Source: an optimization exercise on an open RTL-to-GDS flow (aim: small area, a short achievable clock period and few clock cycles per item). Production flows keep margins and buffers that such runs may drop.
RTL that was checked went through simulation tests only; none was proved equivalent to the original.
Only the layout flow was run in run 2; the RTL was not checked for function there.
No activity file was given, so power comes from the tool's default toggle rates.

==> design.v <==
`timescale 1ns/100ps
module cache_controller (
    input clock,
    input reset,
    input read,
    input write,
    input [7:0] address,
    input [7:0] writedata,
    input mem_BUSY,
    input [31:0] mem_readdata,
    output [7:0] readdata,
    output reg mem_read, mem_write,
    output reg BUSY,
    output reg [5:0] mem_address,
    output reg [31:0] mem_writedata
);
    reg cache_VALID [7:0];
    reg cache_DIRTY [7:0];
    reg [2:0] cache_TAG [7:0];
    reg [31:0] cache_DATA [7:0];
    integer i;
    wire VALID, DIRTY;
    wire [2:0] TAG;
    reg [31:0] DATA;
    wire compare;
    wire HIT;
    reg read_write_comb;
    parameter IDLE = 2'b00, MEM_READ = 2'b01, MEM_WRITE = 2'b10, CACHE_UPDATE = 2'b11;
    reg [1:0] state, next_state;
    always @ (read, write)
    begin
        if (read || write) begin
            read_write_comb = 1'b1;
        end else begin
            read_write_comb = 1'b0;
        end
    end
    always @ (posedge clock)
    begin
        if (HIT) begin
            BUSY <= 1'b0;
        end else begin
            BUSY <= read_write_comb;
        end
    end
    always @ (*)
    begin
        DATA = cache_DATA[address[4:2]];
    end
    assign VALID = cache_VALID[address[4:2]];
    assign DIRTY = cache_DIRTY[address[4:2]];
    assign TAG = cache_TAG[address[4:2]];
    assign compare = (TAG == address[7:5]) ? 1'b1 : 1'b0;
    assign HIT = compare && VALID;
    assign readdata = ((address[1:0] == 2'b01) && read && HIT) ? DATA[15:8] :
                      ((address[1:0] == 2'b10) && read && HIT) ? DATA[23:16] :
                      ((address[1:0] == 2'b11) && read && HIT) ? DATA[31:24] : DATA[7:0];
    always @ (posedge clock)
    begin
        if (reset) begin
            for (i = 0; i < 8; i = i + 1) begin
                cache_VALID[i] <= 1'd0;
                cache_DIRTY[i] <= 1'd0;
            end
        end else begin
            if (HIT && write) begin
                cache_DIRTY[address[4:2]] <= 1'b1;
                if (address[1:0] == 2'b00) begin
                    cache_DATA[address[4:2]][7:0] <= writedata;
                end else if (address[1:0] == 2'b01) begin
                    cache_DATA[address[4:2]][15:8] <= writedata;
                end else if (address[1:0] == 2'b10) begin
                    cache_DATA[address[4:2]][23:16] <= writedata;
                end else if (address[1:0] == 2'b11) begin
                    cache_DATA[address[4:2]][31:24] <= writedata;
                end
            end else if (state == CACHE_UPDATE) begin
                cache_DATA[address[4:2]] <= mem_readdata;
                cache_TAG[address[4:2]] <= address[7:5];
                cache_VALID[address[4:2]] <= 1'b1;
                cache_DIRTY[address[4:2]] <= 1'b0;
            end
        end
    end
    always @(*)
    begin
        case (state)
            IDLE:
                if ((read || write) && !DIRTY && !HIT)
                    next_state = MEM_READ;
                else if ((read || write) && DIRTY && !HIT)
                    next_state = MEM_WRITE;
                else
                    next_state = IDLE;
            MEM_READ:
                if (mem_BUSY)
                    next_state = MEM_READ;
                else
                    next_state = CACHE_UPDATE;
            MEM_WRITE:
                if (mem_BUSY)
                    next_state = MEM_WRITE;
                else
                    next_state = MEM_READ;
            CACHE_UPDATE:
                next_state = IDLE;
        endcase
    end
    always @(*) begin
        case(state)
            IDLE:
            begin
                mem_read = 0;
                mem_write = 0;
                mem_address = 6'd0;
                mem_writedata = 32'd0;
            end
            MEM_READ:
            begin
                mem_read = 1;
                mem_write = 0;
                mem_address = {address[7:2]};
                mem_writedata = 32'd0;
            end
            MEM_WRITE:
            begin
                mem_read = 0;
                mem_write = 1;
                mem_address = {TAG, address[4:2]};
                mem_writedata = DATA;
            end
            CACHE_UPDATE:
            begin
                mem_read = 0;
                mem_write = 0;
                mem_address = 6'd0;
                mem_writedata = 32'd0;
            end
        endcase
    end
    always @(posedge clock or posedge reset) begin
        if (reset)
            state <= IDLE;
        else
            state <= next_state;
    end
endmodule
==> run.sh <==
#!/bin/bash
# synth_recipe.tcl (not shown) runs the flow's synth.tcl, then flattens the netlist and writes it again
# the make line also repeats each setting of config.mk as NAME=value (left out here)
make -C /OpenROAD-flow-scripts/flow DESIGN_CONFIG=/design/flow/config.mk WORK_HOME=/design/flow/orfs CLKGATE_MAP_FILE= SYNTH_SCRIPT=/design/flow/synth_recipe.tcl finish
==> config.mk <==
export PLATFORM = sky130hd
export DESIGN_NAME = cache_controller
export DESIGN_NICKNAME = cache_controller
export VERILOG_FILES = /design/flow/design.v
export SDC_FILE = /design/flow/constraint.sdc
export NUM_CORES = 4
export LEC_CHECK = 0
export CAP_MARGIN = 20
export CORE_MARGIN = 2
export CORE_UTILIZATION = 40
export PLACE_DENSITY = 0.6
export SLEW_MARGIN = 20
==> constraint.sdc <==
create_clock -name core_clock -period 6.0 [get_ports {clock}]
set_input_delay 1.2000 -clock core_clock [delete_from_list [all_inputs] [get_ports {clock}]]
set_output_delay 1.2000 -clock core_clock [all_outputs]
set_load 0.01 [all_outputs]
==> summary.txt, run 1 <==
Logic synthesis
  – Post-synth top flop: edfxtp_1
  – Synth Area per Inst: 15.1 um^2
  – Yosys reg bits: 299
  – Dominant cell type by area after synthesis: edfxtp_1
  – Yosys Warn Count: 1
  – Net Count, Synth: 888
  – Share of flip-flops with an asynchronous set or reset: 0.669%
  – Post-synth top area share: 68.6%
  – Synthesized area: 0.0126 mm^2
  – Sequential fraction of the synthesis area: 70.4%
  – Post-synth EDFFs: 288
  – Top cells by area, synth: edfxtp_1 (69%), mux4_2 (3.7%), nor2_1 (3.0%), a21o_1 (2.4%), mux2i_1 (2.3%)
  – Synth unique cells: 53
  – Cells after synthesis: 835

Min path
  – Hold WC Path Type: register to register
  – Hold depth: 1
  – WHS Endpoint: cache_VALID[5]
  – Hold path start: cache_VALID[5]

Job
  – Max-cap violation count: 0

Global routing
  – Pin count of the biggest net entering global routing: 35
  – Grt total ovfl: 0
  – Initial antenna violation count: 0
  – First-pass GRT wire length: 53.4 mm
  – Number of global-route vias before repair: 7,792
  – Global-route usage over all layers: 22.3%

Setup path
  – CP arrival: 4300 ps
  – R2r setup slk: 2410 ps
  – Largest stage delay on the critical path: 550 ps
  – Setup CP Type: input pin to output pin
  – Crit start category: input pin
  – Critical path, cell by cell: buf_4 -> buf_4 -> mux2_2 -> a221o_1 -> a222oi_1 -> nor2_1 -> o21ai_0 -> o211ai_1 -> clkdlybuf4s50_1
  – Crit-path max FO: 30
  – R2R Path Start: cache_TAG[3][0]
  – Slowest stage cell, crit path: a222oi_1
  – Worst r2r dst: cache_DATA[6][30]
  – CP required: 4800 ps
  – Crit end category: output pin
  – Worst R2R Path Depth: 7
  – Critical path's most frequent cell: buf_4

Detailed routing
  – Initial DRC Count: 1,043
  – ANT nets after route: 0
  – Drt drc: 0
  – DR WL/cell: 26.8 um
  – Routed vias/inst: 5.87
  – DRT Wirelength: 37.0 mm
  – Vias: 8,116
  – DRT Pass-1 Iters: 6

Floorplan
  – Area of the die: 0.0330 mm^2
  – Initial core utilization: 40.3%
  – Die Height: 182 um
  – Cell Rows: 65
  – I/O pin count: 102
  – Die Wd: 182 um
  – Core area: 0.0313 mm^2

STA
  – Setup TNS: 0 ps
  – Fin. Hold Viols: 0
  – Hold Slack: 444 ps
  – Setup Skew: 33.2 ps
  – Fmax: 0.182 GHz
  – Final setup vio count: 0
  – Slew headroom: 21.1%
  – Worst slew pin tran: 1180 ps
  – Fin. max-slew vios: 0
  – Period minus WS final: 5500 ps
  – RSZ-0062 raised after global routing: false
  – Crit share post-route: 91.7%

Clock network
  – Post-CTS Resized: 0
  – CTS tree: yes
  – Num CTS Buffers: 29
  – Clock latency on the worst-skew pair: 560 ps
  – H-tree depth: 1
  – Longest Clk Path Bufs: 3
  – CTS clk-pin slew, worst paths: 60 ps
  – Clock Sinks: 299
  – Buffer count from post-CTS setup fixing: 0
  – CTS root buf: clkbuf_16
  – Hold_buf cts: 0

Final layout
  – Design area: 0.0152 mm^2
  – Most frequent cells in the layout: edfxtp_1 (288), nor2_1 (102), clkdlybuf4s50_1 (98)
  – Most common cell after layout, fill and taps aside: edfxtp_1
  – Layout cells sized above 1: 14.9%
  – Final net count: 1,011
  – Final core utilization: 48.7%
  – Area delta synth->final: 20.9%
  – ANT cells: 0

Place
  – Final Wtd Congestion: 0.898
  – I/O Buffers: 101
  – Cell Area, Placed: 0.0142 mm^2
  – Hpwl dp: 25.5 mm

Status
  – Outcome: no timing/DRC/antenna violations

Power and ir drop
  – Cell Pwr Density: 348 mW/mm^2
  – Peak supply drop: 0.201 mV
  – Leakage: 5.20 nW
-- synthesized netlist by cell type (4+ instances only) --
cell,instances
nand2_1,26
o21ai_0,28
dfxtp_1,9
mux2i_1,29
mux4_2,21
buf_2,17
a221oi_1,20
o211ai_1,8
a21oi_1,19
edfxtp_1,288
inv_1,5
and2_1,20
nor2_1,102
clkbuf_1,22
nor2b_1,12
a21o_1,41
nor3_1,7
a22o_1,12
and2_0,4
nand2b_1,6
a221o_1,7
o221ai_1,6
and3_1,8
a22oi_1,33
nor2_2,6
mux2_2,18
nand3_1,11
buf_1,4
-- worst max-delay path: cells and delay by family --
kind            cells  cell delay, ps
mux                 1             390
compound gates      4            1230
buf+inv             3            1370
simple gates        1             100
-- power by group --
part | leakage [nW] | switching (mW) | internal (mW)
registers | 2.70 | 0.0189 | 2.44
clock network | 0.487 | 0.787 | 1.15
logic | 2.01 | 0.568 | 0.339
-- layout make-up --
cell class / count / area [um^2]
fill: 2697 / 16100
sequential: 299 / 8880
multi-input combinational: 482 / 3500
timing repair buffer: 140 / 1310
clock buffer: 31 / 733
tap: 402 / 503
clock inverter: 23 / 293
inverter: 6 / 22.5
-- through the flow --
step,power (mW),setup WS [ps],cells
after floorplan,2.94,1620,835
after global placement,3.39,532,1328
after detailed placement,3.40,511,1328
after CTS,5.31,496,1382
after global routing,5.46,342,1383
final,5.30,496,1383
-- worst max-delay path by stage --
stage | from | endpoint
2_1_floorplan | address[2] | readdata[6]
3_3_place_gp | address[3] | readdata[5]
3_5_place_dp | address[3] | readdata[5]
4_1_cts | address[3] | readdata[5]
5_1_grt | address[2] | readdata[1]
6_report | address[3] | readdata[5]
-- state kept, by name, summed over array words and instances, names as in the netlist --
name,cells
BUSY,1
state,2
cache_DIRTY,8
cache_VALID,8
cache_DATA,256
cache_TAG,24
-- metal layers --
metal | routed length [um] | vias up | global-route usage (%)
met4 | 1590 | 0 | 9.20
met1 | 15700 | 4059 | 31.3
met5 | 0 | - | 0
met2 | 16600 | 445 | 34.2
li1 | - | 3527 | -
met3 | 3110 | 85 | 4.41
-- logic make-up (layout without fill, tap and decap cells) --
group	after synthesis	in the layout	synth area share, %
flip-flops	299	299	70.4
XOR/XNOR	2	2	0.139
AO/OA/AOI/OAI	202	202	11.9
AND/OR/NAND/NOR	209	209	7.72
multiplexers	69	69	7.87
buffers and inverters	54	200	1.96
Testbench counts, summed over its fixed seeds: cycles 19,812, requests 4,800.
==> inputs of run 2 (changes only) <==
==> design.v (replaced) <==
`timescale 1ns/100ps
module cache_controller (
    input clock,
    input reset,
    input read,
    input write,
    input [7:0] address,
    input [7:0] writedata,
    input mem_BUSY,
    input [31:0] mem_readdata,
    output [7:0] readdata,
    output reg mem_read, mem_write,
    output reg BUSY,
    output reg [5:0] mem_address,
    output [31:0] mem_writedata
);
    reg        cache_VALID [7:0];
    reg        cache_DIRTY [7:0];
    reg [2:0]  cache_TAG   [7:0];
    reg [31:0] cache_DATA  [7:0];
    integer i;
    wire [2:0] idx = address[4:2];
    wire       req = read | write;
    wire       VALID = cache_VALID[idx];
    wire       DIRTY = cache_DIRTY[idx];
    wire [2:0] TAG   = cache_TAG[idx];
    wire       HIT   = VALID && (TAG == address[7:5]);
    reg done;
    wire idle = !(mem_read | mem_write | done);
    wire [2:0] lidx = mem_address[2:0];
    reg  [1:0] bsel;
    wire [31:0] LINE = cache_DATA[lidx];
    assign mem_writedata = LINE;
    assign readdata = (bsel == 2'd0) ? LINE[7:0] :
                      (bsel == 2'd1) ? LINE[15:8] :
                      (bsel == 2'd2) ? LINE[23:16] : LINE[31:24];
    wire miss_clean = idle && req && !HIT && !(VALID && DIRTY);
    wire miss_dirty = idle && req && !HIT && VALID && DIRTY;
    always @(posedge clock or posedge reset) begin
        if (reset) begin
            mem_read  <= 1'b0;
            mem_write <= 1'b0;
            done      <= 1'b0;
        end else begin
            mem_read  <= miss_clean | (mem_write & !mem_BUSY) | (mem_read & mem_BUSY);
            mem_write <= miss_dirty | (mem_write & mem_BUSY);
            done      <= (idle & req & HIT) | (mem_read & !mem_BUSY);
        end
    end
    always @(posedge clock) begin
        BUSY <= mem_read ? mem_BUSY : !(idle & HIT);
        bsel <= address[1:0];
        mem_address[2:0] <= idx;
        mem_address[5:3] <= ((idle & VALID & DIRTY) | (mem_write & mem_BUSY)) ? TAG : address[7:5];
    end
    always @(posedge clock) begin
        if (reset) begin
            for (i = 0; i < 8; i = i + 1) begin
                cache_VALID[i] <= 1'b0;
                cache_DIRTY[i] <= 1'b0;
            end
        end else if (mem_read) begin
            cache_VALID[lidx] <= 1'b1;
            cache_DIRTY[lidx] <= 1'b0;
            cache_TAG[lidx]   <= address[7:5];
        end else if (done && write) begin
            cache_DIRTY[lidx] <= 1'b1;
        end
    end
    always @(posedge clock) begin
        if (mem_read) begin
            cache_DATA[lidx] <= mem_readdata;
        end else if (done && write) begin
            case (bsel)
                2'd0: cache_DATA[lidx][7:0]   <= writedata;
                2'd1: cache_DATA[lidx][15:8]  <= writedata;
                2'd2: cache_DATA[lidx][23:16] <= writedata;
                default: cache_DATA[lidx][31:24] <= writedata;
            endcase
        end
    end
endmodule
--- a/config.mk
+++ b/config.mk
@@ -9,4 +9,5 @@
 export CORE_MARGIN = 2
 export CORE_UTILIZATION = 40
 export PLACE_DENSITY = 0.6
+export SETUP_SLACK_MARGIN = 3.5
 export SLEW_MARGIN = 20
==> run 2 against run 1 <==
  * Highest routed layer unchanged
  * Design area grew 17%
  * Global-route usage is 2.7 points higher
  * Clock skew down 3.9 ps
  * Non-clock buffer count rose by 122
  * Still clean on timing, DRC and antenna
  * Critical path depth unchanged
  * Sequential share of layout area is 7.5 points lower
==> summary.txt, run 2 <==
STA
  – Setup ws final: 2200 ps
  – Crit share post-route: 63.4%
  – Worst slew pin tran: 750 ps
  – Slew headroom: 50.0%
  – RSZ-0062 raised after global routing: true
  – Setup Skew: 29.3 ps
  – Fin. Hold Viols: 0
  – Period minus WS final: 3800 ps
  – Fin. max-slew vios: 0
  – Setup TNS: 0 ps
  – Fmax: 0.263 GHz
  – Final setup vio count: 0

Clock network
  – Longest Clk Path Bufs: 3
  – Num CTS Buffers: 35
  – H-tree depth: 2
  – CTS root buf: clkbuf_16
  – CTS clk-pin slew, worst paths: 60 ps
  – Hold_buf cts: 0
  – Clock latency on the worst-skew pair: 530 ps
  – CTS tree: yes
  – Clock Sinks: 308

Detailed routing
  – Metal-1 WL: 16.5 mm
  – Routed met2 length: 19.7 mm
  – Drt drc: 0
  – Routed vias/inst: 6.01
  – DRT Wirelength: 42.3 mm
  – Initial DRC Count: 1,172
  – DRT Pass-1 Iters: 5
  – Vias: 8,685
  – DR WL/cell: 29.3 um
  – ANT nets after route: 0
  – Met3 Wirelength: 3.90 mm
  – Max Used Layer: met4

Final layout
  – Most common cell after layout, fill and taps aside: edfxtp_1
  – Layout cells sized above 1: 48.5%
  – Final net count: 1,078
  – Design area: 0.0179 mm^2
  – Most frequent cells in the layout: edfxtp_1 (288), buf_4 (93), buf_6 (60)
  – Max reg flops: 256
  – Area delta synth->final: 42.7%
  – ANT cells: 0

Logic synthesis
  – Post-synth EDFFs: 288
  – Post-synth top area share: 69.0%
  – Post-synth top flop: edfxtp_1
  – Synth top cells by count: edfxtp_1 (288), nor2_1 (71), mux2_2 (69)
  – Share of flip-flops with an asynchronous set or reset: 0.974%
  – Net Count, Synth: 818
  – Synth unique cells: 51
  – Synth Area per Inst: 16.4 um^2
  – Sequential fraction of the synthesis area: 72.4%
  – Synthesized area: 0.0125 mm^2
  – Dominant cell type by area after synthesis: edfxtp_1
  – Count leader, synth: edfxtp_1
  – Top cells by area, synth: edfxtp_1 (69%), mux2_2 (6.2%), mux4_2 (2.9%), dfxtp_1 (2.7%), a22oi_1 (2.5%)
  – Yosys reg bits: 308
  – Cells after synthesis: 765
  – Yosys Warn Count: 1

Setup path
  – Critical path's most frequent cell: buf_6
  – Critical path, cell by cell: buf_6 -> buf_12 -> buf_4 -> mux2_2 -> a221oi_2 -> o21ai_2 -> o22a_1 -> o221a_2 -> buf_6
  – Slowest stage cell, crit path: dfxtp_4
  – Crit-path max FO: 8
  – Crit end category: output pin
  – CP required: 4800 ps
  – R2r setup slk: 3400 ps
  – Crit start category: register
  – CP arrival: 2600 ps
  – Setup CP Type: register to output pin
  – Largest stage delay on the critical path: 390 ps

Floorplan
  – Cell Rows: 64
  – Core area: 0.0307 mm^2
  – Die Height: 181 um
  – Initial core utilization: 40.7%
  – Area of the die: 0.0327 mm^2
  – Die Wd: 181 um
  – I/O pin count: 102

Place
  – Cell Area, Placed: 0.0140 mm^2
  – Hpwl dp: 22.8 mm
  – I/O Buffers: 101
  – Pre-CTS setup slack: 1410 ps
  – Final Wtd Congestion: 0.887

Global routing
  – Global-route usage over all layers: 25.0%
  – Number of global-route vias before repair: 8,418
  – Pin count of the biggest net entering global routing: 22
  – Grt total ovfl: 0
  – First-pass GRT wire length: 58.9 mm
  – Initial antenna violation count: 0

Job
  – Max-cap violation count: 0

Power and ir drop
  – Cell Pwr Density: 307 mW/mm^2
  – Peak supply drop: 0.253 mV
  – Leakage: 6.33 nW

Status
  – Outcome: no timing/DRC/antenna violations

Min path
  – Hold WC Path Type: register to register
==> run 2: cell types whose count changed after synthesis, sizes merged, moves of 6 or more <==
cell    before  now
mux2        18   71
and2        24    4
a21oi       19    3
a22o        12    5
a22oi       33   41
a221oi      20   33
nor2       108   71
mux2i       29   19
dfxtp        9   17
mux4        22   16
nor2b       12    6
o22ai        2   11
a21o        41    8
==> run 2: power by group <==
part | total, mW | internal (mW) | switching, mW
registers | 2.54 | 2.50 | 0.0422
clock network | 2.00 | 1.14 | 0.861
logic | 0.943 | 0.386 | 0.556
==> run 2: path summary, 6_finish.rpt <==
path / cells after the start / to / from
worst max-delay path: 9 / readdata[4] / mem_address[2]
worst min-delay path: 1 / cache_VALID[3] / cache_VALID[3]
worst max register to register: 7 / cache_DATA[4][20] / mem_address[1]
worst min register to register: 1 / cache_VALID[3] / cache_VALID[3]
max in group asynchronous: 2 / mem_read / reset
min in group asynchronous: 2 / mem_read / reset
==> run 2: critical path, delay by kind of cell, from the launching register on <==
| kind | cells | cell delay (ps) |
|---|---|---|
| buffers and inverters | 4 | 490 |
| AOI/OAI and AO/OA | 4 | 850 |
| DFF | 1 | 390 |
| muxes | 1 | 360 |
==> run 2: routing by layer <==
| layer | GRT usage (%) | vias up |
|---|---|---|
| met4 | 10.5 | 0 |
| met2 | 39.6 | 549 |
| met3 | 5.76 | 129 |
| met5 | 0 | - |
| met1 | 33.4 | 4405 |
| li1 | - | 3602 |
==> run 2: cell type report <==
type | instances | area [um^2]
clock buffers | 39 | 912
clock inverters | 21 | 143
fillers | 2298 | 12900
inverters | 11 | 50.0
multi-input cells | 407 | 4400
flip-flops and latches | 308 | 9080
well taps | 396 | 495
repair buffers | 262 | 2800
==> run 2: metrics by stage <==
stage               instances  power, mW  hold slack [ps]  util [%]
floorplan                 765       2.92              421         -
global placement         1225       3.20              430      45.6
detailed placement       1225       3.21              439      45.6
CTS                      1404       5.38              452      55.7
global route             1444       5.63              470      58.1
finish                   1444       5.49              448      58.1
==> run 2: repair_timing <==
item | in CTS | in global routing
setup buffers | 109 | 39
endpoints found under the setup margin | 606 | 126
gates cloned | 10 | 1
pin swaps | 59 | 61
gates resized for setup | 414 | 105
==> run 2: cells by family (layout without fill, tap and decap cells) <==
| logic type | Yosys count | count (layout) | share of synthesized area, % |
|---|---|---|---|
| flip-flops | 308 | 308 | 72.4 |
| AO/OA/AOI/OAI | 158 | 158 | 9.53 |
| AND/OR/NAND/NOR | 138 | 141 | 5.13 |
| multiplexers | 106 | 106 | 11.0 |
| buffers and inverters | 53 | 333 | 1.84 |
| XOR/XNOR | 2 | 2 | 0.140 |
==> inputs of run 3 (changes only) <==
--- a/design.v
+++ b/design.v
@@ -8,11 +8,11 @@
     input [7:0] writedata,
     input mem_BUSY,
     input [31:0] mem_readdata,
-    output [7:0] readdata,
+    output reg [7:0] readdata,
     output reg mem_read, mem_write,
     output reg BUSY,
     output reg [5:0] mem_address,
-    output [31:0] mem_writedata
+    output reg [31:0] mem_writedata
 );
     reg        cache_VALID [7:0];
     reg        cache_DIRTY [7:0];
@@ -21,19 +21,24 @@
     integer i;
     wire [2:0] idx = address[4:2];
     wire       req = read | write;
-    wire       VALID = cache_VALID[idx];
-    wire       DIRTY = cache_DIRTY[idx];
-    wire [2:0] TAG   = cache_TAG[idx];
-    wire       HIT   = VALID && (TAG == address[7:5]);
+    wire        VALID = cache_VALID[idx];
+    wire        DIRTY = cache_DIRTY[idx];
+    wire [2:0]  TAG   = cache_TAG[idx];
+    wire [31:0] DATA  = cache_DATA[idx];
+    wire        HIT   = VALID && (TAG == address[7:5]);
     reg done;
     wire idle = !(mem_read | mem_write | done);
     wire [2:0] lidx = mem_address[2:0];
-    reg  [1:0] bsel;
-    wire [31:0] LINE = cache_DATA[lidx];
-    assign mem_writedata = LINE;
-    assign readdata = (bsel == 2'd0) ? LINE[7:0] :
-                      (bsel == 2'd1) ? LINE[15:8] :
-                      (bsel == 2'd2) ? LINE[23:16] : LINE[31:24];
+    wire [31:0] cache_byte_src = DATA;
+    reg  [7:0]  cache_byte, mem_byte;
+    always @(*) begin
+        case (address[1:0])
+            2'd0: begin cache_byte = DATA[7:0];   mem_byte = mem_readdata[7:0];   end
+            2'd1: begin cache_byte = DATA[15:8];  mem_byte = mem_readdata[15:8];  end
+            2'd2: begin cache_byte = DATA[23:16]; mem_byte = mem_readdata[23:16]; end
+            default: begin cache_byte = DATA[31:24]; mem_byte = mem_readdata[31:24]; end
+        endcase
+    end
     wire miss_clean = idle && req && !HIT && !(VALID && DIRTY);
     wire miss_dirty = idle && req && !HIT && VALID && DIRTY;
     always @(posedge clock or posedge reset) begin
@@ -49,7 +54,8 @@
     end
     always @(posedge clock) begin
         BUSY <= mem_read ? mem_BUSY : !(idle & HIT);
-        bsel <= address[1:0];
+        readdata <= mem_read ? mem_byte : cache_byte;
+        mem_writedata <= DATA;
         mem_address[2:0] <= idx;
         mem_address[5:3] <= ((idle & VALID & DIRTY) | (mem_write & mem_BUSY)) ? TAG : address[7:5];
     end
@@ -71,7 +77,7 @@
         if (mem_read) begin
             cache_DATA[lidx] <= mem_readdata;
         end else if (done && write) begin
-            case (bsel)
+            case (address[1:0])
                 2'd0: cache_DATA[lidx][7:0]   <= writedata;
                 2'd1: cache_DATA[lidx][15:8]  <= writedata;
                 2'd2: cache_DATA[lidx][23:16] <= writedata;
==> run 3 against run 2 <==
  * Synthesized area grew 9.1%
  * Sequential cell count increased by 38
  * Cell count decreased by 5.1%
  * Clock skew decreased by 2.8 ps
==> summary.txt, run 3 <==
Logic synthesis
  – Top cells by area, synth: edfxtp_1 (63%), mux4_2 (12%), dfxtp_1 (8.1%), mux2_2 (4.4%), mux2i_1 (2.2%)
  – Post-synth EDFFs: 288
  – Mux share of post-synthesis cell area: 18.6%
  – Count leader, synth: edfxtp_1
  – Synth Area in Compound Gates: 3.04%
  – Cells after synthesis: 750
  – Net Count, Synth: 803
  – Synth Area in XOR/XNOR: 0.256%
  – Sequential fraction of the synthesis area: 71.9%
  – Yosys Warn Count: 1
  – Post-synth top area share: 63.3%
  – Main combinational cell family by area after synthesis: multiplexers
  – Synth Area per Inst: 18.2 um^2
  – Synth unique cells: 46
  – Simple-Gate Fraction of Synth Area: 4.27%
  – Synthesized area: 0.0137 mm^2
  – Post-synth top flop: edfxtp_1
  – Post-Synth Adder-Cell Area: 0%
  – Dominant cell type by area after synthesis: edfxtp_1
  – Synth top cells by count: edfxtp_1 (288), mux4_2 (70), nor2_1 (63)
  – Share of flip-flops with an asynchronous set or reset: 0.867%
  – Yosys reg bits: 346

Detailed routing
  – DR WL/cell: 24.9 um
  – ANT nets after route: 0
  – Vias: 7,538
  – Initial DRC Count: 545
  – DRT Wirelength: 34.1 mm
  – Routed vias/inst: 5.50
  – DRT Pass-1 Iters: 5
  – Drt drc: 0

Final layout
  – Layout cells sized above 1: 31.3%
  – Fin cells: 1,371
  – ANT cells: 0
  – Most frequent cells in the layout: edfxtp_1 (288), mux4_2 (70), dfxtp_1 (51), dlygate4sd2_1 (51), mux2_2 (48)
  – Most common cell after layout, fill and taps aside: edfxtp_1
  – Final net count: 949
  – Area delta synth->final: 24.7%
  – Max reg flops: 256
  – Fill cells: 2,737

STA
  – Setup Skew: 26.5 ps
  – Period minus WS final: 2510 ps
  – Fmax: 0.399 GHz
  – Slew headroom: 47.1%
  – Setup TNS: 0 ps
  – RSZ-0062 raised after global routing: true
  – Crit share post-route: 41.8%
  – Setup ws final: 3490 ps
  – Worst slew pin tran: 791 ps
  – Final setup vio count: 0
  – Fin. max-slew vios: 0
  – Fin. Hold Viols: 0

Floorplan
  – Core area: 0.0336 mm^2
  – Area of the die: 0.0357 mm^2
  – Cell Rows: 67
  – I/O pin count: 102
  – Die Wd: 189 um
  – Die Height: 189 um
  – Initial core utilization: 40.7%

Status
  – Outcome: no timing/DRC/antenna violations

Clock network
  – Clock Sinks: 346
  – CTS clk-pin slew, worst paths: 60 ps
  – CTS tree: yes
  – Clock latency on the worst-skew pair: 530 ps
  – H-tree depth: 2
  – CTS root buf: clkbuf_16
  – Longest Clk Path Bufs: 3
  – Num CTS Buffers: 37
  – Hold_buf cts: 0

Global routing
  – Global-route usage over all layers: 19.6%
  – Initial antenna violation count: 0
  – Grt total ovfl: 0
  – Number of global-route vias before repair: 7,684
  – Pin count of the biggest net entering global routing: 53
  – First-pass GRT wire length: 50.6 mm

Setup path
  – Critical path, cell by cell: dlygate4sd2_1 -> buf_12 -> clkinvlp_4 -> a31oi_4 -> nor2_2
  – CP required: 6200 ps
  – Largest stage delay on the critical path: 500 ps
  – CP arrival: 2710 ps
  – Crit-path max FO: 11
  – Setup CP Type: input pin to register
  – Slowest stage cell, crit path: a31oi_4
  – Crit start category: input pin
  – Crit end category: register

Job
  – Max-cap violation count: 0

Place
  – Hpwl dp: 22.5 mm
  – I/O Buffers: 101
  – Pre-CTS setup slack: 2200 ps
  – Final Wtd Congestion: 0.782
  – Cells after DPL: 1,273

Power and ir drop
  – Cell Pwr Density: 344 mW/mm^2
  – Peak supply drop: 0.168 mV
  – Leakage: 5.80 nW

Min path
  – Hold WC Path Type: register to register
## run 3: cell types whose count changed after synthesis, sizes merged, moves of 9 or more
cell	change
mux2	-13
a22oi	-41
nand2	+9
mux2i	+12
clkbuf	-9
mux4	+54
a221oi	-33
dfxtp	+38
## run 3: through the flow
step	total power [mW]	instance area, um^2	hold slack [ps]	util, %
2_1_floorplan	3.38	13900	444	-
3_3_place_gp	3.75	15300	464	45.5
3_5_place_dp	3.76	15300	474	45.5
4_1_cts	5.90	17000	487	50.6
5_1_grt	6.07	17000	510	50.7
6_report	5.86	17000	491	50.7
## run 3: layout make-up
class | instances | area [um^2] | share of cell area [%]
Sequential cell | 346 | 9830 | 57.7
Multi-Input combinational cell | 354 | 3980 | 23.3
Timing Repair Buffer | 144 | 1520 | 8.92
Clock buffer | 52 | 1030 | 6.06
Tap cell | 448 | 561 | 3.29
Clock inverter | 14 | 71.3 | 0.418
Inverter | 13 | 53.8 | 0.316
## run 3: path summary, 6_finish.rpt
kind / from / to / slack (ps) / depth (start not counted)
worst max-delay path: address[1] / cache_DATA[5][10] / 3490 / 5
worst min-delay path: cache_VALID[2] / cache_VALID[2] / 490 / 1
worst max register to register: mem_read / cache_DATA[5][5] / 3800 / 6
worst min register to register: cache_VALID[2] / cache_VALID[2] / 490 / 1
max in group asynchronous: reset / mem_read / 4820 / 2
min in group asynchronous: reset / mem_write / 960 / 2
## run 3: critical path: cells and delay by family
kind,cells,cell delay (ps)
AO/OA/AOI/OAI,1,500
AND/OR/NAND/NOR,1,250
buffers and inverters,3,740
## run 3: power breakdown
group / leakage [nW] / internal (mW) / switching [mW]
logic: 2.13 / 0.342 / 0.553
registers: 3.12 / 2.81 / 0.0612
clock network: 0.548 / 1.20 / 0.900
total: 5.80 / 4.35 / 1.51
## run 3: cell families after synthesis
group / count (synthesis)
DFF: 346
muxes: 159
and+or+nand+nor: 130
AOI/OAI and AO/OA: 61
buffers and inverters: 50
xor gates and xnor gates: 4
## run 3: metal layers
layer	part of all wire (%)	wire, um	up-vias	track usage, %
li1	-	-	3275	-
met1	44	14900	3950	26.8
met2	48	16500	251	32.2
met3	4.8	1640	62	2.82
met4	3.2	1100	0	6.94
met5	0	0	-	0
## run 3: timing repair
action	4_1_cts	5_1_grt
pin swaps	10	0
gates cloned	2	0
gates resized for setup	131	8
buffers inserted	30	0
endpoints found under the setup margin	629	200
Testbench counts of run 3, summed over its fixed seeds: cycles 16,144, requests 4,800.
==> inputs of run 4 (changes only) <==
--- a/config.mk
+++ b/config.mk
@@ -9,5 +9,4 @@
 export CORE_MARGIN = 2
 export CORE_UTILIZATION = 40
 export PLACE_DENSITY = 0.6
-export SETUP_SLACK_MARGIN = 3.5
 export SLEW_MARGIN = 20
==> run 4 against run 3 <==
  * Still clean on timing, DRC and antenna
  * Power increased by 3.1%
  * Fmax decreased by 35%
  * Register-to-register slack got worse by 710 ps
  * Wire length decreased by 3.4%
  * Synthesized area unchanged
  * Non-clock buffer count decreased by 36
  * Core utilization decreased by 2.0 points
  * Global-route usage decreased by 1.1 points
  * First-iteration DRC count increased by 41%
  * Design area decreased by 4.0%
  * Critical endpoint is now cache_DATA[0][27]
  * Largest power group unchanged
==> summary.txt, run 4 <==
Logic synthesis
  – Sequential fraction of the synthesis area: 71.9%
  – Post-synth top area share: 63.3%
  – Synth Area per Inst: 18.2 um^2
  – Yosys Warn Count: 1
  – Top cells by area, synth: edfxtp_1 (63%), mux4_2 (12%), dfxtp_1 (8.1%), mux2_2 (4.4%), mux2i_1 (2.2%)
  – Dominant cell type by area after synthesis: edfxtp_1
  – Synthesized area: 0.0137 mm^2
  – Yosys reg bits: 346
  – Share of flip-flops with an asynchronous set or reset: 0.867%
  – Post-synth top flop: edfxtp_1
  – Count leader, synth: edfxtp_1
  – Net Count, Synth: 803
  – Post-synth EDFFs: 288
  – Synth top cells by count: edfxtp_1 (288), mux4_2 (70), nor2_1 (63)
  – Cells after synthesis: 750
  – Synth unique cells: 46

Power and ir drop
  – Leakage: 5.49 nW
  – Final Power: 6.05 mW
  – Cell Pwr Density: 369 mW/mm^2
  – Peak supply drop: 0.212 mV

STA
  – RSZ-0062 raised after global routing: false
  – Period minus WS final: 3840 ps
  – Fin. max-slew vios: 0
  – Worst slew pin tran: 1070 ps
  – Setup TNS: 0 ps
  – Final setup vio count: 0
  – Setup ws final: 2160 ps
  – Slew headroom: 28.1%
  – Fin. Hold Viols: 0
  – Setup Skew: 11.8 ps
  – Fmax: 0.260 GHz
  – Crit share post-route: 64.0%

Clock network
  – CTS tree: yes
  – Hold_buf cts: 0
  – Post-CTS Resized: 0
  – Buffer count from post-CTS setup fixing: 0
  – Longest Clk Path Bufs: 3
  – H-tree depth: 2
  – CTS clk-pin slew, worst paths: 60 ps
  – Clock latency on the worst-skew pair: 510 ps
  – Num CTS Buffers: 38
  – CTS root buf: clkbuf_16
  – Clock Sinks: 346

Setup path
  – Crit-path max FO: 21
  – Crit start category: input pin
  – CP required: 6140 ps
  – Worst R2R Path Depth: 4
  – CP arrival: 3980 ps
  – Crit end category: register
  – Setup CP Type: input pin to register

Final layout
  – Most frequent cells in the layout: edfxtp_1 (288), clkdlybuf4s50_1 (98), mux4_2 (70)
  – Fill cells: 2,789
  – Max reg flops: 256
  – Reg area: 0.00982 mm^2
  – Layout cells sized above 1: 22.2%
  – Multi-input gate area: 0.00358 mm^2
  – Area delta synth->final: 19.8%
  – Final net count: 914
  – ANT cells: 0
  – Most common cell after layout, fill and taps aside: edfxtp_1

Min path
  – Hold depth: 1
  – Hold WC Path Type: register to register

Global routing
  – Number of global-route vias before repair: 7,316
  – Pin count of the biggest net entering global routing: 48
  – Grt total ovfl: 0
  – Global-route usage over all layers: 18.5%
  – First-pass GRT wire length: 48.1 mm
  – Initial antenna violation count: 2

Detailed routing
  – DR WL/cell: 24.6 um
  – Drt drc: 0
  – ANT nets after route: 0
  – DRT Wirelength: 33.0 mm
  – Max Used Layer: met4
  – Vias: 7,451
  – Metal-1 WL: 13.9 mm
  – DRT Pass-1 Iters: 8
  – Routed met2 length: 15.6 mm
  – Initial DRC Count: 770
  – Routed vias/inst: 5.56
  – Met3 Wirelength: 2.39 mm

Place
  – Final Wtd Congestion: 0.818
  – I/O Buffers: 101
  – Pre-CTS setup slack: 1650 ps
  – Hpwl dp: 22.4 mm

Job
  – Max-cap violation count: 0

Floorplan
  – Area of the die: 0.0357 mm^2
  – Initial core utilization: 40.7%
  – I/O pin count: 102
  – Die Height: 189 um
  – Die Wd: 189 um
  – Core area: 0.0336 mm^2
  – Cell Rows: 67

Status
  – Outcome: no timing/DRC/antenna violations
-- run 4: cell families after synthesis --
family / Yosys count / synth area share (%)
flip-flops: 346 / 71.9
buffers and inverters: 50 / 1.93
AND/OR/NAND/NOR: 130 / 4.27
AO/OA/AOI/OAI: 61 / 3.04
multiplexers: 159 / 18.6
XOR/XNOR: 4 / 0.256
-- run 4: power breakdown --
group,switching [mW],internal (mW)
Combinational,0.443,0.321
Clock,0.904,1.50
Sequential,0.0707,2.81
-- run 4: layer usage --
layer	global-route usage, %	vias to the layer above
li1	-	3194
met4	6.37	0
met1	26.3	3857
met2	29.1	334
met3	3.15	66
met5	0	-
-- run 4: layout make-up --
type,count,share of cell area [%]
clock inverters,15,1.22
well taps,448,3.42
flip-flops and latches,346,60.0
multi-input cells,354,21.9
clock buffers,55,6.77
inverters,13,0.298
repair buffers,108,6.40
-- run 4: final timing paths --
kind | startpoint | end | slack [ps]
hold / removal | cache_VALID[0] | cache_VALID[0] | 480
max in group asynchronous | reset | mem_read | 4700
setup / recovery | address[1] | cache_DATA[0][27] | 2160
setup reg to reg | mem_read | cache_DATA[7][18] | 3090
hold reg to reg | cache_VALID[0] | cache_VALID[0] | 480
min in group asynchronous | reset | mem_write | 1000
-- run 4: through the flow --
step | hold slack, ps | utilization (%) | instance area [um^2] | cells
global placement | 462 | 44.8 | 15100 | 1268
CTS | 484 | 48.7 | 16400 | 1338
detailed placement | 469 | 44.8 | 15100 | 1268
floorplan | 444 | - | 13700 | 750
finish | 481 | 48.7 | 16400 | 1339
global route | 506 | 48.7 | 16400 | 1339
-- run 4: critical path, cell delays in order --
cell and delay, ps:
clkdlybuf4s50_1 1090, inv_1 300, nor2_1 400, a21oi_1 280, nor2_1 670
==> inputs of run 5 (changes only) <==
--- a/design.v
+++ b/design.v
@@ -29,7 +29,7 @@
     reg done;
     wire idle = !(mem_read | mem_write | done);
     wire [2:0] lidx = mem_address[2:0];
-    wire [31:0] cache_byte_src = DATA;
+    reg  [1:0] bsel;
     reg  [7:0]  cache_byte, mem_byte;
     always @(*) begin
         case (address[1:0])
@@ -56,6 +56,7 @@
         BUSY <= mem_read ? mem_BUSY : !(idle & HIT);
         readdata <= mem_read ? mem_byte : cache_byte;
         mem_writedata <= DATA;
+        bsel <= address[1:0];
         mem_address[2:0] <= idx;
         mem_address[5:3] <= ((idle & VALID & DIRTY) | (mem_write & mem_BUSY)) ? TAG : address[7:5];
     end
@@ -77,7 +78,7 @@
         if (mem_read) begin
             cache_DATA[lidx] <= mem_readdata;
         end else if (done && write) begin
-            case (address[1:0])
+            case (bsel)
                 2'd0: cache_DATA[lidx][7:0]   <= writedata;
                 2'd1: cache_DATA[lidx][15:8]  <= writedata;
                 2'd2: cache_DATA[lidx][23:16] <= writedata;
--- a/config.mk
+++ b/config.mk
@@ -9,4 +9,5 @@
 export CORE_MARGIN = 2
 export CORE_UTILIZATION = 40
 export PLACE_DENSITY = 0.6
+export SETUP_SLACK_MARGIN = 4.0
 export SLEW_MARGIN = 20
==> run 5 against run 4 <==
  * Clock power fell by 4%
  * Clock skew up 10 ps
  * Design area grew 14%
  * Sequential cell count grew 2
  * Synthesized cell count decreased by 5.1%
  * Combinational power up 61%
  * Setup slack gained 1300 ps
  * First-iteration DRC count grew 7.4%
  * Power increased by 6.2%
  * Worst hold slack lost 31 ps
  * Sequential share of layout area decreased by 6.7 points
  * Core utilization grew 6.6 points
==> summary.txt, run 5 <==
STA
  – Fmax: 0.391 GHz
  – Period minus WS final: 2560 ps
  – Final setup vio count: 0
  – Setup TNS: 0 ps
  – Fin. Hold Viols: 0
  – Crit share post-route: 42.6%
  – Slew headroom: 43.2%
  – RSZ-0062 raised after global routing: true
  – Worst slew pin tran: 849 ps
  – Fin. max-slew vios: 0
  – Setup Skew: 21.7 ps

Floorplan
  – Initial core utilization: 40.8%
  – Area of the die: 0.0358 mm^2
  – Core area: 0.0336 mm^2
  – Die Height: 189 um
  – I/O pin count: 102
  – Die Wd: 189 um
  – Cell Rows: 67

Power and ir drop
  – Cell Pwr Density: 345 mW/mm^2
  – Final Power: 6.42 mW
  – Leakage: 6.59 nW
  – Peak supply drop: 0.189 mV

Logic synthesis
  – Count leader, synth: edfxtp_1
  – Synth Area per Inst: 19.3 um^2
  – Yosys reg bits: 348
  – Top cells by area, synth: edfxtp_1 (63%), mux4_2 (9.4%), dfxtp_1 (8.3%), mux2_2 (5.2%), mux4_1 (3.4%)
  – Post-synth top flop: edfxtp_1
  – Dominant cell type by area after synthesis: edfxtp_1
  – Yosys Warn Count: 1
  – Synth top cells by count: edfxtp_1 (288), mux2_2 (63), dfxtp_1 (57), mux4_2 (57), nor2_1 (55)
  – Post-synth EDFFs: 288
  – Share of flip-flops with an asynchronous set or reset: 0.862%
  – Post-synth top area share: 63.1%
  – Cells after synthesis: 712
  – Net Count, Synth: 765
  – Synth unique cells: 43
  – Sequential fraction of the synthesis area: 71.9%
  – Synthesized area: 0.0137 mm^2

Global routing
  – Grt total ovfl: 0
  – Pin count of the biggest net entering global routing: 26
  – Initial antenna violation count: 0
  – First-pass GRT wire length: 54.1 mm
  – Global-route usage over all layers: 21.2%
  – Number of global-route vias before repair: 7,950

Final layout
  – Most frequent cells in the layout: edfxtp_1 (288), mux4_2 (69), mux2_4 (52)
  – Most common cell after layout, fill and taps aside: edfxtp_1
  – Area delta synth->final: 35.6%
  – Final net count: 978
  – Multi-input gate area: 0.00425 mm^2
  – Layout cells sized above 1: 48.3%
  – Reg area: 0.00991 mm^2
  – ANT cells: 0
  – Fill cells: 2,513
  – Max reg flops: 256

Clock network
  – Clock latency on the worst-skew pair: 530 ps
  – Longest Clk Path Bufs: 3
  – CTS clk-pin slew, worst paths: 60 ps
  – CTS tree: yes
  – Hold_buf cts: 0
  – H-tree depth: 2
  – Clock Sinks: 348
  – CTS root buf: clkbuf_16
  – Num CTS Buffers: 38

Place
  – Hpwl dp: 23.5 mm
  – I/O Buffers: 101
  – Final Wtd Congestion: 0.840

Setup path
  – Crit-path max FO: 6
  – R2r setup slk: 3960 ps
  – Setup CP Type: input pin to register
  – CP arrival: 2950 ps
  – Crit start category: input pin
  – CP required: 6390 ps
  – Crit end category: register

Detailed routing
  – ANT nets after route: 0
  – Drt drc: 0
  – DRT Pass-1 Iters: 5
  – Routed vias/inst: 5.52
  – Vias: 7,745
  – DRT Wirelength: 38.0 mm
  – DR WL/cell: 27.1 um
  – Initial DRC Count: 827

Status
  – Outcome: no timing/DRC/antenna violations

Min path
  – Hold WC Path Type: register to register

Job
  – Max-cap violation count: 0
==> run 5: what timing repair did <==
item / CTS / global route
pin swaps: 28 / 4
cloned: 6 / 4
resized for setup: 332 / 46
buffers inserted: 66 / 18
endpoints found under the setup margin: 656 / 224
==> run 5: worst max-delay path, stage by stage <==
cell    delay (ps)
buf_16         120
buf_12         130
mux4_2         480
mux2_4         280
mux4_2         470
mux2_4         260
==> run 5: cell families (layout without fill, tap and decap cells) <==
kind of cell / count (synthesis) / after routing / share of synthesized area [%]
compound gates: 63 / 63 / 3.04
xor+xnor: 2 / 2 / 0.128
buf+inv: 43 / 286 / 1.79
flops: 348 / 348 / 71.9
mux: 163 / 163 / 19.9
simple gates: 93 / 93 / 3.20
==> run 5: final cells by class <==
type / count / area share, %
sequential: 348 / 53.3
inverter: 10 / 0.235
multi-input combinational: 321 / 22.9
clock inverter: 19 / 1.02
tap: 448 / 3.01
timing repair buffer: 206 / 13.9
clock buffer: 51 / 5.64
==> run 5: worst paths after layout <==
| path | from | end | depth (start not counted) |
|---|---|---|---|
| min in group asynchronous | reset | mem_write | 2 |
| hold / removal | cache_VALID[1] | cache_VALID[1] | 1 |
| setup reg to reg | mem_read | cache_DATA[0][18] | 7 |
| max in group asynchronous | reset | done | 2 |
| hold reg to reg | cache_VALID[1] | cache_VALID[1] | 1 |
| setup / recovery | address[2] | readdata[0] | 6 |
==> run 5: routing by layer <==
layer  up-vias  GRT usage (%)  part of all wire (%)
li1       3313              -                     -
met1      4060           28.7                    41
met2       314           35.6                    50
met3        58           3.41                   6.3
met4         0           5.77                   2.5
met5         -              0                     0
==> run 5: stage by stage <==
step | instance area (um^2) | utilization [%] | setup WS (ps) | std cells | hold WS (ps)
4_1_cts | 18200 | 54.0 | 3450 | 1381 | 453
3_3_place_gp | 15700 | 46.6 | 2000 | 1239 | 428
2_1_floorplan | 14300 | - | 2860 | 712 | 421
3_5_place_dp | 15700 | 46.6 | 1970 | 1239 | 440
6_report | 18600 | 55.3 | 3440 | 1403 | 450
5_1_grt | 18600 | 55.3 | 3410 | 1403 | 467
==> run 5: report_power, final <==
group | internal, mW | total, mW | switching [mW]
registers | 2.82 | 2.89 | 0.0619
logic | 0.594 | 1.23 | 0.640
clock network | 1.37 | 2.30 | 0.935
Testbench counts of run 5, summed over its fixed seeds: cycles 16,144, requests 4,800.
==> inputs of run 6 (changes only) <==
--- a/config.mk
+++ b/config.mk
@@ -7,7 +7,8 @@
 export LEC_CHECK = 0
 export CAP_MARGIN = 20
 export CORE_MARGIN = 2
-export CORE_UTILIZATION = 40
-export PLACE_DENSITY = 0.6
+export CORE_UTILIZATION = 55
+export CTS_BUF_LIST = sky130_fd_sc_hd__clkbuf_4 sky130_fd_sc_hd__clkbuf_8
+export PLACE_DENSITY = 0.7
 export SETUP_SLACK_MARGIN = 4.0
 export SLEW_MARGIN = 20
==> run 6 against run 5 <==
  * Still clean
  * Die area is 27% lower
  * Non-clock buffer count is 30 lower
  * Wire length is 6.3% lower
  * Core utilization is 17 points higher
  * Fmax is 2.6% lower
  * Register-to-register slack worse by 40 ps
  * Cell count is 8.9% lower
  * Sequential cell count stayed put
  * Via count is 1.5% higher
  * Critical endpoint unchanged
  * Largest power group unchanged
  * Highest routed layer unchanged
==> summary.txt, run 6 <==
Clock network
  – Clock latency on the worst-skew pair: 580 ps
  – H-tree depth: 2
  – CTS root buf: clkbuf_8
  – Hold_buf cts: 0
  – Clock Sinks: 348
  – CTS tree: yes
  – Longest Clk Path Bufs: 3
  – CTS clk-pin slew, worst paths: 60 ps
  – Num CTS Buffers: 53

Final layout
  – Multi-input gate area: 0.00428 mm^2
  – Area delta synth->final: 28.9%
  – Reg area: 0.00991 mm^2
  – Max reg flops: 256
  – Final net count: 963
  – ANT cells: 0
  – Final core utilization: 72.5%
  – Fill cells: 1,475
  – Most frequent cells in the layout: edfxtp_1 (288), mux4_2 (68), clkbuf_8 (60)
  – Most common cell after layout, fill and taps aside: edfxtp_1
  – Layout cells sized above 1: 47.7%

STA
  – Period minus WS final: 2630 ps
  – Fin. max-slew vios: 0
  – Hold Slack: 451 ps
  – RSZ-0062 raised after global routing: true
  – Crit share post-route: 43.8%
  – Worst slew pin tran: 747 ps
  – Fmax: 0.381 GHz
  – Fin. Hold Viols: 0
  – Final setup vio count: 0
  – Setup Skew: 15.1 ps
  – Slew headroom: 50.2%
  – Setup TNS: 0 ps

Logic synthesis
  – Count leader, synth: edfxtp_1
  – Share of flip-flops with an asynchronous set or reset: 0.862%
  – Synth unique cells: 43
  – Cells after synthesis: 712
  – Dominant cell type by area after synthesis: edfxtp_1
  – Yosys Warn Count: 1
  – Post-synth top area share: 63.1%
  – Sequential fraction of the synthesis area: 71.9%
  – Net Count, Synth: 765
  – Post-synth top flop: edfxtp_1
  – Synth Area per Inst: 19.3 um^2
  – Top cells by area, synth: edfxtp_1 (63%), mux4_2 (9.4%), dfxtp_1 (8.3%), mux2_2 (5.2%), mux4_1 (3.4%)
  – Post-synth EDFFs: 288
  – Yosys reg bits: 348
  – Synth top cells by count: edfxtp_1 (288), mux2_2 (63), dfxtp_1 (57), mux4_2 (57), nor2_1 (55)
  – Synthesized area: 0.0137 mm^2

Setup path
  – Slowest stage cell, crit path: mux4_2
  – Crit end category: register
  – Crit-path max FO: 6
  – CP arrival: 3100 ps
  – Largest stage delay on the critical path: 480 ps
  – Critical Path Source: address[2]
  – Critical path, cell by cell: buf_16 -> buf_12 -> buf_16 -> mux4_2 -> mux2_4 -> mux4_2 -> mux2_4
  – Crit start category: input pin
  – CP required: 6470 ps
  – Setup CP Type: input pin to register
  – R2R Path Start: mem_read

Floorplan
  – Core area: 0.0244 mm^2
  – Die Height: 162 um
  – Initial core utilization: 56.2%
  – Area of the die: 0.0262 mm^2
  – Cell Rows: 57
  – I/O pin count: 102
  – Die Wd: 162 um

Detailed routing
  – ANT nets after route: 0
  – DRT Pass-1 Iters: 5
  – DRT Wirelength: 35.6 mm
  – Vias: 7,862
  – Drt drc: 0
  – DR WL/cell: 27.9 um
  – Routed vias/inst: 6.15
  – Initial DRC Count: 809

Global routing
  – Global-route usage over all layers: 27.2%
  – GR Util met2: 42.2%
  – Pin count of the biggest net entering global routing: 36
  – Met3 Resource Use GR: 6.46%
  – M1 GR Usage: 38.7%
  – Number of global-route vias before repair: 7,787
  – Grt total ovfl: 0
  – Busiest layer in global routing: met2
  – Initial antenna violation count: 0
  – First-pass GRT wire length: 50.7 mm

Power and ir drop
  – Comb power frac: 18.3%
  – Clock power frac: 33.0%
  – Cell Pwr Density: 335 mW/mm^2
  – Leakage: 6.23 nW
  – Peak supply drop: 0.224 mV
  – Sw power: 1.57 mW
  – Cell Int Power: 4.35 mW
  – Switching Share: 26.6%
  – Share of power burned in registers: 48.7%

Place
  – Final Wtd Congestion: 0.838
  – I/O Buffers: 101
  – Hpwl dp: 22.1 mm

Min path
  – Hold WC Path Type: register to register
  – Hold path start: cache_VALID[0]

Job
  – Max-cap violation count: 0

Status
  – Outcome: no timing/DRC/antenna violations
## run 6: cell counts after synthesis
No cell type changed its count.
## run 6: cells by family after synthesis
family | after synthesis | synth area share (%)
AO/OA/AOI/OAI | 63 | 3.04
XOR/XNOR | 2 | 0.128
buffers and inverters | 43 | 1.79
flip-flops | 348 | 71.9
multiplexers | 163 | 19.9
AND/OR/NAND/NOR | 93 | 3.20
## run 6: per-layer routing
layer | up-vias | share of wire (%) | wire, um
li1 | 3289 | - | -
met1 | 4047 | 40 | 14300
met2 | 448 | 47 | 16800
met3 | 78 | 10 | 3550
met4 | 0 | 2.9 | 1030
met5 | - | 0 | 0
## run 6: cell type report
class,count,share of cell area (%)
Multi-Input combinational cell,321,24.2
Clock buffer,75,5.31
Tap cell,324,2.29
Inverter,10,0.248
Timing Repair Buffer,176,11.1
Sequential cell,348,56.0
Clock inverter,24,0.772
## run 6: power groups by stage
stage                     Sequential (mW)  Clock (mW)  Combinational [mW]
after detailed placement             2.93           0               0.901
after floorplan                      2.93           0               0.546
after CTS                            2.88        1.96               0.978
after global placement               2.92           0               0.882
after global routing                 2.90        2.08                1.14
final                                2.89        1.96                1.09
## run 6: final timing paths
check	end	slack [ps]	cells after the start
max	readdata[0]	3370	7
min	cache_VALID[0]	450	1
max reg2reg	readdata[5]	3920	5
min reg2reg	cache_VALID[0]	450	1
max in group asynchronous	mem_read	4880	2
min in group asynchronous	mem_write	910	2
## run 6: stage by stage
| step | instances | power, mW | worst slack (ps) | area [um^2] |
|---|---|---|---|---|
| floorplan | 712 | 3.48 | 2860 | 14300 |
| global placement | 1111 | 3.81 | 2280 | 15500 |
| detailed placement | 1111 | 3.84 | 2250 | 15500 |
| CTS | 1244 | 5.82 | 3390 | 17100 |
| global route | 1278 | 6.11 | 3340 | 17700 |
| finish | 1278 | 5.93 | 3370 | 17700 |
## run 6: what timing repair did
item | CTS | global route
cloned | 5 | 2
resized for setup | 288 | 47
endpoints found under the setup margin | 656 | 379
buffers inserted | 29 | 32
pin swaps | 11 | 19
## run 6: critical path, delay by kind of cell
| kind | cells | cell delay [ps] |
|---|---|---|
| buffers and inverters | 3 | 380 |
| muxes | 4 | 1510 |
==> inputs of run 7 (changes only) <==
==> config.mk (replaced) <==
export PLATFORM = sky130hd
export DESIGN_NAME = cache_controller
export DESIGN_NICKNAME = cache_controller
export VERILOG_FILES = /design/flow/design.v
export SDC_FILE = /design/flow/constraint.sdc
export NUM_CORES = 4
export LEC_CHECK = 0
export CAP_MARGIN = 20
export CORE_MARGIN = 2
export CORE_UTILIZATION = 60
export CTS_BUF_LIST = sky130_fd_sc_hd__clkbuf_8
export CTS_CLUSTER_DIAMETER = 50
export CTS_CLUSTER_SIZE = 15
export PLACE_DENSITY = 0.75
export SETUP_SLACK_MARGIN = 3.5
export SLEW_MARGIN = 20
==> run 7 against run 6 <==
  * First-iteration DRC count down 4.1%
  * Critical endpoint is now readdata[2]
  * Still clean on timing, DRC and antenna
  * Sequential cell count stayed put
  * Fmax increased by 2.9%
  * Largest power group unchanged
  * Highest routed layer unchanged
  * Core utilization grew 1.2 points
==> summary.txt, run 7 <==
Power and ir drop
  – Peak supply drop: 0.280 mV
  – Switching Share: 27.2%
  – Sw power: 1.46 mW
  – Comb power frac: 17.4%
  – Clock power frac: 29.2%
  – Share of power burned in registers: 53.4%
  – Cell Pwr Density: 323 mW/mm^2
  – Leakage: 5.71 nW
  – Cell Int Power: 3.91 mW

Detailed routing
  – Vias: 7,540
  – Drt drc: 0
  – DRT Wirelength: 34.4 mm
  – ANT nets after route: 0
  – DR WL/cell: 29.5 um
  – DRT Pass-1 Iters: 6
  – Routed vias/inst: 6.48
  – Initial DRC Count: 776

Status
  – Outcome: no timing/DRC/antenna violations

Setup path
  – Slowest stage cell, crit path: mux4_1
  – Largest stage delay on the critical path: 570 ps
  – Setup CP Type: input pin to register
  – CP required: 6430 ps
  – Crit start category: input pin
  – Crit-path max FO: 6
  – Critical path, cell by cell: buf_16 -> mux4_1 -> nor2b_1 -> a221oi_1 -> mux4_2 -> mux2_4
  – Worst R2R Path Depth: 5
  – CP arrival: 2980 ps
  – Crit end category: register

Logic synthesis
  – Yosys Warn Count: 1
  – Sequential fraction of the synthesis area: 71.9%
  – Top cells by area, synth: edfxtp_1 (63%), mux4_2 (9.4%), dfxtp_1 (8.3%), mux2_2 (5.2%), mux4_1 (3.4%)
  – Synthesized area: 0.0137 mm^2
  – Share of flip-flops with an asynchronous set or reset: 0.862%
  – Post-synth EDFFs: 288
  – Count leader, synth: edfxtp_1
  – Post-synth top flop: edfxtp_1
  – Net Count, Synth: 765
  – Cells after synthesis: 712
  – Post-synth top area share: 63.1%
  – Synth Area per Inst: 19.3 um^2
  – Yosys reg bits: 348
  – Dominant cell type by area after synthesis: edfxtp_1
  – Synth top cells by count: edfxtp_1 (288), mux2_2 (63), dfxtp_1 (57), mux4_2 (57), nor2_1 (55)
  – Synth unique cells: 43

Floorplan
  – Die Wd: 155 um
  – Area of the die: 0.0241 mm^2
  – Cell Rows: 55
  – Initial core utilization: 60.8%
  – I/O pin count: 102
  – Core area: 0.0226 mm^2
  – Die Height: 155 um

STA
  – Worst slew pin tran: 776 ps
  – Fin. max-slew vios: 0
  – Slew headroom: 48.1%
  – Fin. Hold Viols: 0
  – Setup Skew: 27.2 ps
  – Final setup vio count: 0
  – RSZ-0062 raised after global routing: false
  – Crit share post-route: 42.5%
  – Setup TNS: 0 ps
  – Period minus WS final: 2550 ps
  – Fmax: 0.392 GHz

Clock network
  – CTS clk-pin slew, worst paths: 90 ps
  – Num CTS Buffers: 34
  – Longest Clk Path Bufs: 3
  – Clock latency on the worst-skew pair: 570 ps
  – CTS root buf: clkbuf_8
  – Hold_buf cts: 0
  – CTS tree: yes
  – H-tree depth: 2
  – Clock Sinks: 348

Place
  – Hpwl dp: 21.4 mm
  – I/O Buffers: 101
  – Final Wtd Congestion: 0.831
  – Cells after DPL: 1,076

Final layout
  – Layout cells sized above 1: 33.6%
  – Fin cells: 1,164
  – ANT cells: 0
  – Most frequent cells in the layout: edfxtp_1 (288), mux4_2 (69), dfxtp_1 (53)
  – Max reg flops: 256
  – Most common cell after layout, fill and taps aside: edfxtp_1
  – Area delta synth->final: 21.3%
  – Final net count: 907

Job
  – Max-cap violation count: 0

Min path
  – Hold depth: 1
  – Hold WC Path Type: register to register

Global routing
  – Global-route usage over all layers: 27.4%
  – Grt total ovfl: 0
  – Pin count of the biggest net entering global routing: 41
  – First-pass GRT wire length: 47.2 mm
  – Initial antenna violation count: 0
  – Number of global-route vias before repair: 7,648
[run 7: final cells by class]
| cell class | count | area (um^2) |
|---|---|---|
| inverter | 10 | 42.5 |
| sequential | 348 | 9870 |
| timing repair buffer | 139 | 1640 |
| fill | 1312 | 5940 |
| clock buffer | 37 | 509 |
| tap | 285 | 357 |
| clock inverter | 24 | 219 |
| multi-input combinational | 321 | 3990 |
[run 7: kinds of logic after synthesis]
family / after synthesis / share of synthesized area (%)
xor+xnor: 2 / 0.128
compound gates: 63 / 3.04
buf+inv: 43 / 1.79
mux: 163 / 19.9
flops: 348 / 71.9
simple gates: 93 / 3.20
[run 7: power by group through the flow]
stage               clock network, mW  logic (mW)  registers (mW)
detailed placement                  0       0.775            2.93
global route                     1.68       0.972            2.88
finish                           1.57       0.935            2.87
global placement                    0       0.756            2.92
floorplan                           0       0.424            2.93
CTS                              1.57       0.797            2.87
[run 7: metal layers]
layer	up-vias	global-route usage (%)	wire, um
met5	-	0	0
met4	0	9.96	1140
met1	3839	38.1	13100
met2	449	43.9	16900
li1	3157	-	-
met3	95	5.60	3240
[run 7: path summary, 6_finish.rpt]
kind                                   start             end  slack, ps
setup reg to reg           cache_DATA[5][18]     readdata[2]       3880
min in group asynchronous              reset        mem_read        960
hold reg to reg               cache_VALID[5]  cache_VALID[5]        460
hold / removal                cache_VALID[5]  cache_VALID[5]        460
setup / recovery                  address[2]     readdata[2]       3450
max in group asynchronous              reset       mem_write       4810
[run 7: stage by stage]
step | setup slack (ps) | total power, mW | utilization [%] | area (um^2) | hold WS (ps)
global route | 3460 | 5.53 | 73.7 | 16600 | 482
detailed placement | 2140 | 3.70 | 66.3 | 15000 | 438
CTS | 3260 | 5.24 | 70.8 | 16000 | 460
floorplan | 2860 | 3.36 | - | 13800 | 421
global placement | 2290 | 3.67 | 66.3 | 15000 | 428
finish | 3450 | 5.37 | 73.7 | 16600 | 460
[run 7: worst max-delay path, delay by kind of cell]
family                 cells  cell delay [ps]
muxes                      3             1340
and+or+nand+nor            1              170
AOI/OAI and AO/OA          1              140
buffers and inverters      1              120
[run 7: timing repair]
action	4_1_cts	5_1_grt
resized for setup	122	63
buffers inserted	4	18
setup endpoints to repair	595	552
pin swaps	3	20
cloned	2	3
==> inputs of run 8 (changes only) <==
==> flow/run.sh (new file) <==
#!/bin/bash
# Standard layout, with the ports buffered by a small plain buffer instead of
# the delay cell buffer_ports picks by default.
cp standard.sh standard_sh_copy.log
export BUFFER_PORTS_ARGS="-buffer_cell sky130_fd_sc_hd__buf_2"
bash standard.sh > standard.log 2>&1
==> standard.sh (new file) <==
#!/bin/bash
# synth_recipe.tcl (not shown) runs the flow's synth.tcl, then flattens the netlist and writes it again
# the make line also repeats each setting of config.mk as NAME=value (left out here)
make -C /OpenROAD-flow-scripts/flow DESIGN_CONFIG=/design/flow/config.mk WORK_HOME=/design/flow/orfs CLKGATE_MAP_FILE= SYNTH_SCRIPT=/design/flow/synth_recipe.tcl "${@:-finish}"
removed: run.sh
==> run 8 against run 7 <==
  * Highest routed layer unchanged
  * Synthesized area stayed put
  * Still clean
  * Wire length is 6.7% lower
  * Design area is 8.1% lower
  * Largest cell class unchanged
  * Clock power is 17% lower
  * First-iteration DRC count is 10% lower
  * Fmax is 2.3% higher
  * Critical path depth is 2 lower
  * Core utilization is 5.9 points lower
  * Combinational power is 22% lower
  * Sequential share of layout area is 5.2 points higher
  * Critical path type unchanged
==> summary.txt, run 8 <==
Power and ir drop
  – Switching Share: 26.5%
  – Leakage: 5.32 nW
  – Cell Pwr Density: 321 mW/mm^2
  – Share of power burned in registers: 58.6%
  – Sw power: 1.30 mW
  – Peak supply drop: 0.257 mV
  – Cell Int Power: 3.61 mW
  – Comb power frac: 14.9%
  – Clock power frac: 26.5%

Logic synthesis
  – Top cells by area, synth: edfxtp_1 (63%), mux4_2 (9.4%), dfxtp_1 (8.3%), mux2_2 (5.2%), mux4_1 (3.4%)
  – Synthesized area: 0.0137 mm^2
  – Dominant cell type by area after synthesis: edfxtp_1
  – Post-synth top flop: edfxtp_1
  – Synth top cells by count: edfxtp_1 (288), mux2_2 (63), dfxtp_1 (57), mux4_2 (57), nor2_1 (55)
  – Yosys Warn Count: 1
  – Net Count, Synth: 765
  – Cells after synthesis: 712
  – Post-synth EDFFs: 288
  – Yosys reg bits: 348
  – Sequential fraction of the synthesis area: 71.9%
  – Share of flip-flops with an asynchronous set or reset: 0.862%
  – Synth unique cells: 43
  – Count leader, synth: edfxtp_1
  – Post-synth top area share: 63.1%
  – Synth Area per Inst: 19.3 um^2

STA
  – Setup TNS: 0 ps
  – Crit share post-route: 41.5%
  – RSZ-0062 raised after global routing: true
  – Fmax: 0.401 GHz
  – Fin. Hold Viols: 0
  – Setup Skew: 22.4 ps
  – Fin. max-slew vios: 0
  – Period minus WS final: 2490 ps
  – Worst slew pin tran: 1070 ps
  – Final setup vio count: 0
  – Slew headroom: 28.3%
  – Setup ws final: 3510 ps

Setup path
  – R2R Path Start: mem_read
  – Critical Path Source: write
  – Setup CP Type: input pin to register
  – CP arrival: 2690 ps
  – CP required: 6200 ps
  – Crit end category: register
  – Crit start category: input pin
  – Crit-path max FO: 8

Final layout
  – Most common cell after layout, fill and taps aside: edfxtp_1
  – Final net count: 877
  – Layout cells sized above 1: 36.8%
  – Fin cells: 1,132
  – ANT cells: 0
  – Area delta synth->final: 11.5%
  – Design area: 0.0153 mm^2
  – Final core utilization: 67.8%
  – Max reg flops: 256
  – Most frequent cells in the layout: edfxtp_1 (288), buf_2 (98), mux4_2 (69)
  – Fill cells: 1,453

Global routing
  – Initial antenna violation count: 1
  – Global-route usage over all layers: 27.1%
  – Number of global-route vias before repair: 7,423
  – First-pass GRT wire length: 46.9 mm
  – Pin count of the biggest net entering global routing: 31
  – Grt total ovfl: 0

Clock network
  – Num CTS Buffers: 30
  – CTS clk-pin slew, worst paths: 90 ps
  – Longest Clk Path Bufs: 3
  – H-tree depth: 1
  – CTS tree: yes
  – Hold_buf cts: 0
  – Clock latency on the worst-skew pair: 590 ps
  – CTS root buf: clkbuf_8
  – Clock Sinks: 348

Detailed routing
  – Drt drc: 0
  – DRT Pass-1 Iters: 5
  – Vias: 7,351
  – DR WL/cell: 28.3 um
  – Initial DRC Count: 696
  – ANT nets after route: 0
  – Routed vias/inst: 6.49
  – DRT Wirelength: 32.1 mm

Min path
  – Hold WC Path Type: register to register
  – Hold path start: cache_VALID[6]

Place
  – I/O Buffers: 101
  – Cell Area, Placed: 0.0144 mm^2
  – Cells after DPL: 1,071
  – Final Wtd Congestion: 0.880
  – Pre-CTS setup slack: 2090 ps
  – Hpwl dp: 21.1 mm

Floorplan
  – Initial core utilization: 60.8%
  – I/O pin count: 102
  – Die Height: 155 um
  – Die Wd: 155 um
  – Area of the die: 0.0241 mm^2
  – Cell Rows: 55
  – Core area: 0.0226 mm^2

Status
  – Outcome: no timing/DRC/antenna violations

Job
  – Max-cap violation count: 0
==> run 8: cells by family (layout without fill, tap and decap cells) <==
family                 Yosys count  in the layout  share of synthesized area (%)
AO/OA/AOI/OAI                   63             63                           3.04
XOR/XNOR                         2              2                          0.128
buffers and inverters           43            178                           1.79
flip-flops                     348            348                           71.9
multiplexers                   163            163                           19.9
AND/OR/NAND/NOR                 93             93                           3.20
==> run 8: area by class of cell <==
type	count	area (um^2)	area share, %
Inverter	10	37.5	0.245
Tap cell	285	357	2.33
Timing Repair Buffer	113	818	5.35
Multi-Input combinational cell	321	3650	23.8
Clock inverter	22	114	0.744
Sequential cell	348	9870	64.5
Clock buffer	33	454	2.97
==> run 8: per-stage QoR <==
step,total power [mW],hold WS (ps)
after floorplan,3.36,421
after global placement,3.60,429
after detailed placement,3.62,439
after CTS,4.90,461
after global routing,5.06,477
final,4.91,458
==> run 8: critical path, cell delays in order <==
cell     delay (ps)
buf_2           100
and2_1          250
a31oi_1         260
nor2_1          880
==> run 8: metal layers <==
metal | vias up | GRT usage, % | part of all wire (%)
met4 | 0 | 7.08 | 2.4
met2 | 450 | 44.3 | 49
li1 | 3084 | - | -
met3 | 63 | 6.43 | 9.6
met5 | - | 0 | 0
met1 | 3754 | 37.4 | 39
==> run 8: power by group through the flow <==
stage	Clock [mW]	Sequential, mW	Combinational (mW)
finish	1.30	2.88	0.732
global placement	0	2.92	0.681
detailed placement	0	2.93	0.693
CTS	1.30	2.88	0.717
global route	1.39	2.89	0.777
floorplan	0	2.93	0.424
==> run 8: worst paths after layout <==
| check | endpoint | slack [ps] | cells past startpoint |
|---|---|---|---|
| worst max-delay path | cache_DATA[3][26] | 3510 | 4 |
| worst min-delay path | cache_VALID[6] | 460 | 1 |
| worst max register to register | cache_DATA[1][27] | 3670 | 3 |
| worst min register to register | cache_VALID[6] | 460 | 1 |
| max in group asynchronous | done | 5160 | 2 |
| min in group asynchronous | mem_read | 560 | 2 |
==> run 8: what timing repair did <==
item,4_1_cts,5_1_grt
pin swaps,0,1
cloned,4,0
endpoints found under the hold margin,0,0
setup buffers,0,1
resized for setup,28,18
endpoints found under the setup margin,30,131

[static timing again, ports no longer ideal]
In the flow no input, the clock included, has a driving cell. The finished layouts below were timed again as built, in two steps.
Step 1, drivers: a clkbuf_16 drives clock and a buf_2 each remaining input, both assumed.
Step 2 also shifts input and output timing later by t, the mid clock arrival at the registers, as if the neighbouring blocks saw the same clock.
Three values: no drivers, after step 1, after step 2; two values: the first two.
| run | t, ns | slack for setup (ns) |
|---|---|---|
| run 1 | 0.597 | 0.496 / 0.462 / 0.462 |
| run 2 | 0.567 | 2.198 / 2.146 / 2.713 |
| run 3 | 0.562 | 3.491 / 3.494 / 2.932 |
| run 4 | 0.560 | 2.161 / 2.190 / 1.630 |
| run 5 | 0.564 | 3.441 / 3.200 / 2.636 |
| run 6 | 0.622 | 3.374 / 3.278 / 2.656 |
| run 7 | 0.591 | 3.449 / 3.123 / 2.531 |
| run 8 | 0.625 | 3.507 / 3.252 / 2.627 |
After both steps setup and hold are still met in every run listed.
